Background: an optimization exercise with open tools, aiming at small area and a short achievable clock period. Do not read the settings as production practice.
Power is estimated from default activity; no workload was simulated.

Setup of the baseline:
==> flow/design.v <==
`timescale 1ns / 1ns
module alu8_top(
    input            clk,
    input      [7:0] regA,
    input      [7:0] regB,
    input      [4:0] opcode,
    input      [7:0] flagsIn,
    output reg [7:0] res,
    output reg [7:0] flagsOut
);
    reg [7:0] regA_q, regB_q, flagsIn_q;
    reg [4:0] opcode_q;
    wire [7:0] res_d, flagsOut_d;
    alu8 u_alu(
        .regA(regA_q),
        .regB(regB_q),
        .opcode(opcode_q),
        .flagsIn(flagsIn_q),
        .res(res_d),
        .flagsOut(flagsOut_d)
    );
    always @(posedge clk) begin
        regA_q    <= regA;
        regB_q    <= regB;
        opcode_q  <= opcode;
        flagsIn_q <= flagsIn;
        res       <= res_d;
        flagsOut  <= flagsOut_d;
    end
endmodule

`timescale 1ns / 1ns
module alu8(
    input [7:0] regA, regB,
    input [4:0] opcode,
    input [7:0] flagsIn,
    output [7:0] res,
    output [7:0] flagsOut
);
    wire [7:0] A = regA;
    wire [7:0] B = regB;
    wire [4:0] op = opcode;
    wire cin = flagsIn[4];
    wire hin = flagsIn[5];
    wire nin = flagsIn[6];
    wire hi0 = ~op[4] & ~op[3];                         
    wire opAdd   = hi0 & ~op[2] & ~op[1];               
    wire opSub   = hi0 & ~op[2] & op[1];                
    wire opCP    = hi0 & op[2] & ~op[1] & ~op[0];       
    wire opAND   = hi0 & op[2] & ~op[1] & op[0];        
    wire opOR    = hi0 & op[2] & op[1] & ~op[0];        
    wire opXOR   = hi0 & op[2] & op[1] & op[0];         
    wire opRot   = ~op[4] & op[3];                      
    wire hi2 = op[4] & ~op[3];                          
    wire opSLA  = hi2 & (op[2:0] == 3'd0);
    wire opSRx  = hi2 & ~op[2] & (op[1] ^ op[0]);       
    wire opSWAP = hi2 & (op[2:0] == 3'd3);
    wire opBIT  = hi2 & (op[2:0] == 3'd4);
    wire opRES  = hi2 & (op[2:0] == 3'd5);
    wire opSET  = hi2 & (op[2:0] == 3'd6);
    wire opCCF  = hi2 & (op[2:0] == 3'd7);
    wire hi3 = op[4] & op[3];                           
    wire opSCF = hi3 & (op[2:0] == 3'd0);
    wire opDAA = hi3 & (op[2:0] == 3'd1);
    wire opCPL = hi3 & (op[2:0] == 3'd2);
    wire opArith = opAdd | opSub | opCP;
    wire sub     = opSub | opCP;
    wire opLeft  = (opRot & ~op[0]) | opSLA;
    wire opRight = (opRot & op[0]) | opSRx;
    wire daaLo = (~nin & A[3] & (A[2] | A[1])) | hin;
    wire [7:0] dOff = {1'b0, cin, cin, 1'b0, 1'b0, daaLo, daaLo, 1'b0} ^ {8{nin}};
    wire [7:0] bsel = 8'b1 << B[2:0];
    wire yB  = opAdd | opAND | opOR | opXOR;            
    wire yNB = sub;                                     
    wire [7:0] Y = ({8{yB}} & B) | ({8{yNB}} & ~B) | {8{opCPL}}
                 | ({8{opDAA}} & dOff) | ({8{opSET}} & bsel) | ({8{opRES}} & ~bsel);
    wire c0 = (opAdd & op[0] & cin) | (opSub & ~(op[0] & cin)) | opCP | (opDAA & nin);
    wire [7:0] g = A & Y;
    wire [7:0] t = A | Y;
    wire [7:0] p = A ^ Y;
    wire g0 = g[0] | (t[0] & c0);
    wire G10 = g[1] | (t[1] & g0);
    wire G32 = g[3] | (t[3] & g[2]), P32 = t[3] & t[2];
    wire G54 = g[5] | (t[5] & g[4]), P54 = t[5] & t[4];
    wire G76 = g[7] | (t[7] & g[6]), P76 = t[7] & t[6];
    wire G20 = g[2] | (t[2] & G10);
    wire G30 = G32 | (P32 & G10);
    wire G64 = g[6] | (t[6] & G54), P64 = t[6] & P54;
    wire G74 = G76 | (P76 & G54), P74 = P76 & P54;
    wire G40 = g[4] | (t[4] & G30);
    wire G50 = G54 | (P54 & G30);
    wire G60 = G64 | (P64 & G30);
    wire G70 = G74 | (P74 & G30);
    wire [8:0] c = {G70, G60, G50, G40, G30, G20, G10, g0, c0};
    wire [7:0] sum = p ^ c[7:0];
    wire sumZ = &(~(p ^ {t[6:0], c0}));
    wire lbit = ~op[4] & (op[2] ? A[7] : cin);
    wire rbit = op[4] ? (~op[1] & A[7]) : (op[2] ? A[0] : cin);
    wire sumEn = opAdd | opSub | opDAA;
    wire [7:0] other =
          ({8{opAND | opRES}} & g)
        | ({8{opOR | opSET}} & t)
        | ({8{opXOR | opCPL}} & p)
        | ({8{opLeft}} & {A[6:0], lbit})
        | ({8{opRight}} & {rbit, A[7:1]})
        | ({8{opSWAP}} & {A[3:0], A[7:4]});
    wire [7:0] r1 = ({8{sumEn}} & ~p) | other;
    wire [7:0] r0 = ({8{sumEn}} & p) | other;
    assign res = (c[7:0] & r1) | (~c[7:0] & r0);
    wire bitZ = ~A[B[2:0]];
    wire otherZEn = opAND | opOR | opXOR | (opRot & ~op[1]) | opSLA | opSRx | opSWAP;
    wire fZ = (opArith & sumZ) | (otherZEn & ~|other) | ((opBIT | opDAA) & bitZ);
    wire fN = sub | opCPL | (opDAA & nin);
    wire fH = (opArith & (c[4] ^ sub)) | opAND | opCPL;
    wire fC = (opArith & (c[8] ^ sub)) | (opLeft & A[7]) | (opRight & A[0]) | (opCCF & ~cin) | opSCF | (opDAA & nin);
    assign flagsOut = {fZ, fN, fH, fC, 4'b0};
endmodule
clock: 6.0 ns
lec_check: 0
cap_margin: 20
core_margin: 2
core_utilization: 40
setup_slack_margin: 3.6
slew_margin: 20
standard.sh (not shown) runs the stock make flow with config.mk's settings and CLKGATE_MAP_FILE= SYNTH_SCRIPT=/design/flow/synth_recipe.tcl, a recipe that flattens the netlist after the stock synthesis.
==> flow/flow/run.sh <==
#!/bin/bash
# Own layout flow: the standard ORFS flow (standard.sh), with
#  - adder-cell extraction (ADDER_MAP_FILE) off, so ABC maps all logic,
#  - ABC run with flow/abc.script instead of ORFS's abc_speed/abc_area,
#  - port buffers of a chosen cell, and CTS without dummy loads.
# Each tool's output goes to its own log under orfs/logs; make's output
# goes to flow_make.log.
set -o pipefail
HERE=$(pwd)
source "$HERE/flow/settings.sh"
# ORFS synth.tcl with only the ABC script changed
sed "s#log_cmd abc {\*}\$abc_args#log_cmd abc -script $HERE/flow/abc.script {*}[lrange \$abc_args 2 end]#" \
    "$FLOW_HOME/scripts/synth.tcl" > "$HERE/synth_mod.tcl"
grep -q "flow/abc.script" "$HERE/synth_mod.tcl" || { echo "synth.tcl patch failed"; exit 1; }
# The standard flow's synthesis script, sourcing the patched synth.tcl
sed "s#\$::env(SCRIPTS_DIR)/synth.tcl#$HERE/synth_mod.tcl#" synth_recipe.tcl > "$HERE/my_synth.tcl"
grep -q "synth_mod.tcl" "$HERE/my_synth.tcl" || { echo "synth_recipe.tcl patch failed"; exit 1; }
bash standard.sh SYNTH_SCRIPT="$HERE/my_synth.tcl" ADDER_MAP_FILE= \
    "BUFFER_PORTS_ARGS=$BUFFER_PORTS_ARGS" "CTS_ARGS=$CTS_ARGS" $EXTRA finish > flow_make.log 2>&1
==> flow/flow/abc.script <==
strash
dch
map -B 0.9
topo
stime -c
buffer -c
upsize -c
dnsize -c
==> flow/flow/settings.sh <==
BUFFER_PORTS_ARGS="-buffer_cell sky130_fd_sc_hd__buf_1"
CTS_ARGS="-sink_clustering_enable -repair_clock_nets -dont_use_dummy_load"
EXTRA=""
## Diff of input files: the candidate against the baseline
-- flow/design.v --
<<< the baseline, line 71
    wire [7:0] dOff = {1'b0, cin, cin, 1'b0, 1'b0, daaLo, daaLo, 1'b0} ^ {8{nin}};
    wire [7:0] bsel = 8'b1 << B[2:0];
    wire yB  = opAdd | opAND | opOR | opXOR;            
    wire yNB = sub;                                     
    wire [7:0] Y = ({8{yB}} & B) | ({8{yNB}} & ~B) | {8{opCPL}}
                 | ({8{opDAA}} & dOff) | ({8{opSET}} & bsel) | ({8{opRES}} & ~bsel);
    wire c0 = (opAdd & op[0] & cin) | (opSub & ~(op[0] & cin)) | opCP | (opDAA & nin);
    wire [7:0] g = A & Y;
    wire [7:0] t = A | Y;
>>> the candidate, line 71
    wire [7:0] dOff = {1'b0, cin, cin, 1'b0, 1'b0, daaLo, daaLo, 1'b0} ^ {8{nin}};
    wire [7:0] bsel = 8'b1 << B[2:0];
    wire mB  = op[2] ? (op[1] ^ op[0]) : ~op[1];
    wire yB  = hi0 & mB;                                
    wire yNB = hi0 & ~mB;                               
    wire [7:0] Y = ({8{yB}} & B) | ({8{yNB}} & ~B) | {8{opCPL}}
                 | ({8{opDAA}} & dOff) | ({8{opSET}} & bsel) | ({8{opRES}} & ~bsel);
    wire c0 = (opAdd & op[0] & cin) | (opSub & ~(op[0] & cin)) | opCP | opXOR | (opDAA & nin);
    wire [7:0] g = A & Y;
    wire [7:0] t = A | Y;
<<< the baseline, line 101
          ({8{opAND | opRES}} & g)
        | ({8{opOR | opSET}} & t)
        | ({8{opXOR | opCPL}} & p)
        | ({8{opLeft}} & {A[6:0], lbit})
        | ({8{opRight}} & {rbit, A[7:1]})
        | ({8{opSWAP}} & {A[3:0], A[7:4]});
    wire [7:0] r1 = ({8{sumEn}} & ~p) | other;
    wire [7:0] r0 = ({8{sumEn}} & p) | other;
    assign res = (c[7:0] & r1) | (~c[7:0] & r0);
    wire bitZ = ~A[B[2:0]];
    wire otherZEn = opAND | opOR | opXOR | (opRot & ~op[1]) | opSLA | opSRx | opSWAP;
    wire fZ = (opArith & sumZ) | (otherZEn & ~|other) | ((opBIT | opDAA) & bitZ);
    wire fN = sub | opCPL | (opDAA & nin);
    wire fH = (opArith & (c[4] ^ sub)) | opAND | opCPL;
>>> the candidate, line 102
          ({8{opAND | opRES}} & g)
        | ({8{opOR | opSET}} & t)
        | ({8{opXOR}} & ~p)
        | ({8{opCPL}} & p)
        | ({8{opLeft}} & {A[6:0], lbit})
        | ({8{opRight}} & {rbit, A[7:1]})
        | ({8{opSWAP}} & {A[3:0], A[7:4]});
    assign res = ({8{sumEn}} & sum) | other;
    wire bitZ = ~A[B[2:0]];
    wire [7:0] sh = ({8{opLeft}} & {A[6:0], lbit})
                  | ({8{opRight}} & {rbit, A[7:1]})
                  | ({8{opSWAP}} & {A[3:0], A[7:4]});
    wire zShift = ((opRot & ~op[1]) | opSLA | opSRx | opSWAP) & ~|sh;
    wire zLogic = (opAND & ~|(A & B)) | (opOR & ~|(A | B));
    wire fZ = ((opArith | opXOR) & sumZ) | zShift | zLogic | ((opBIT | opDAA) & bitZ);
    wire fN = sub | opCPL | (opDAA & nin);
    wire fH = (opArith & (c[4] ^ sub)) | opAND | opCPL;
Results
The candidate vs the baseline — worst-case setup margin in the final layout dropped 0.096 ns. The final reports for the candidate and the baseline show final instance count without filler cells higher in the former. The run with more routed wire is the candidate, not the baseline. [compare] base=the baseline new=the candidate: share of final layout cell area taken by non-clock buffers grew by 1.1 points; detailed router's first-iteration violation count fell by 1. Die width: the baseline vs the candidate — no meaningful difference. In the candidate, the number of cells on the critical path came out 1 above the value in the baseline. Run comparison: the baseline highest-delay cell along the critical path dfxtp_2; the candidate highest-delay cell along the critical path dfxtp_4. Power density over cell area (the candidate over the baseline): decrease, 5.1%. Die area on the candidate is up relative to the baseline. Delta (the candidate minus the baseline): sequential power has remained practically unchanged; post-cts sizing count has increased; cell count after synthesis has increased; power has decreased.
No functional check of the RTL was part of any run of this note.

[afterwards: timing with drivers on the ports]
The results above use ideal ports. As a check the final layouts listed here were re-extracted and re-timed, cells and wires unchanged. Step 1: set_driving_cell puts a clkbuf_16 on clk and a buf_2 on each other input, an assumption about the parent block. Step 2 moves the port delays by t, midway between the first and last clock arrival at a register: inputs arrive t later, outputs are due t later. That takes back most of the time a late clock gives input paths. a / b / c = ideal / step 1 / step 2; a / b = the first two.
run | t (ns) | slack for setup (ns) | slew at the worst register clock pin (ns)
the baseline | 0.316 | 3.830 / 3.830 / 3.830 | 0.07 / 0.07
the candidate | 0.322 | 3.734 / 3.734 / 3.734 | 0.07 / 0.07
After both steps every run listed still meets setup and hold.
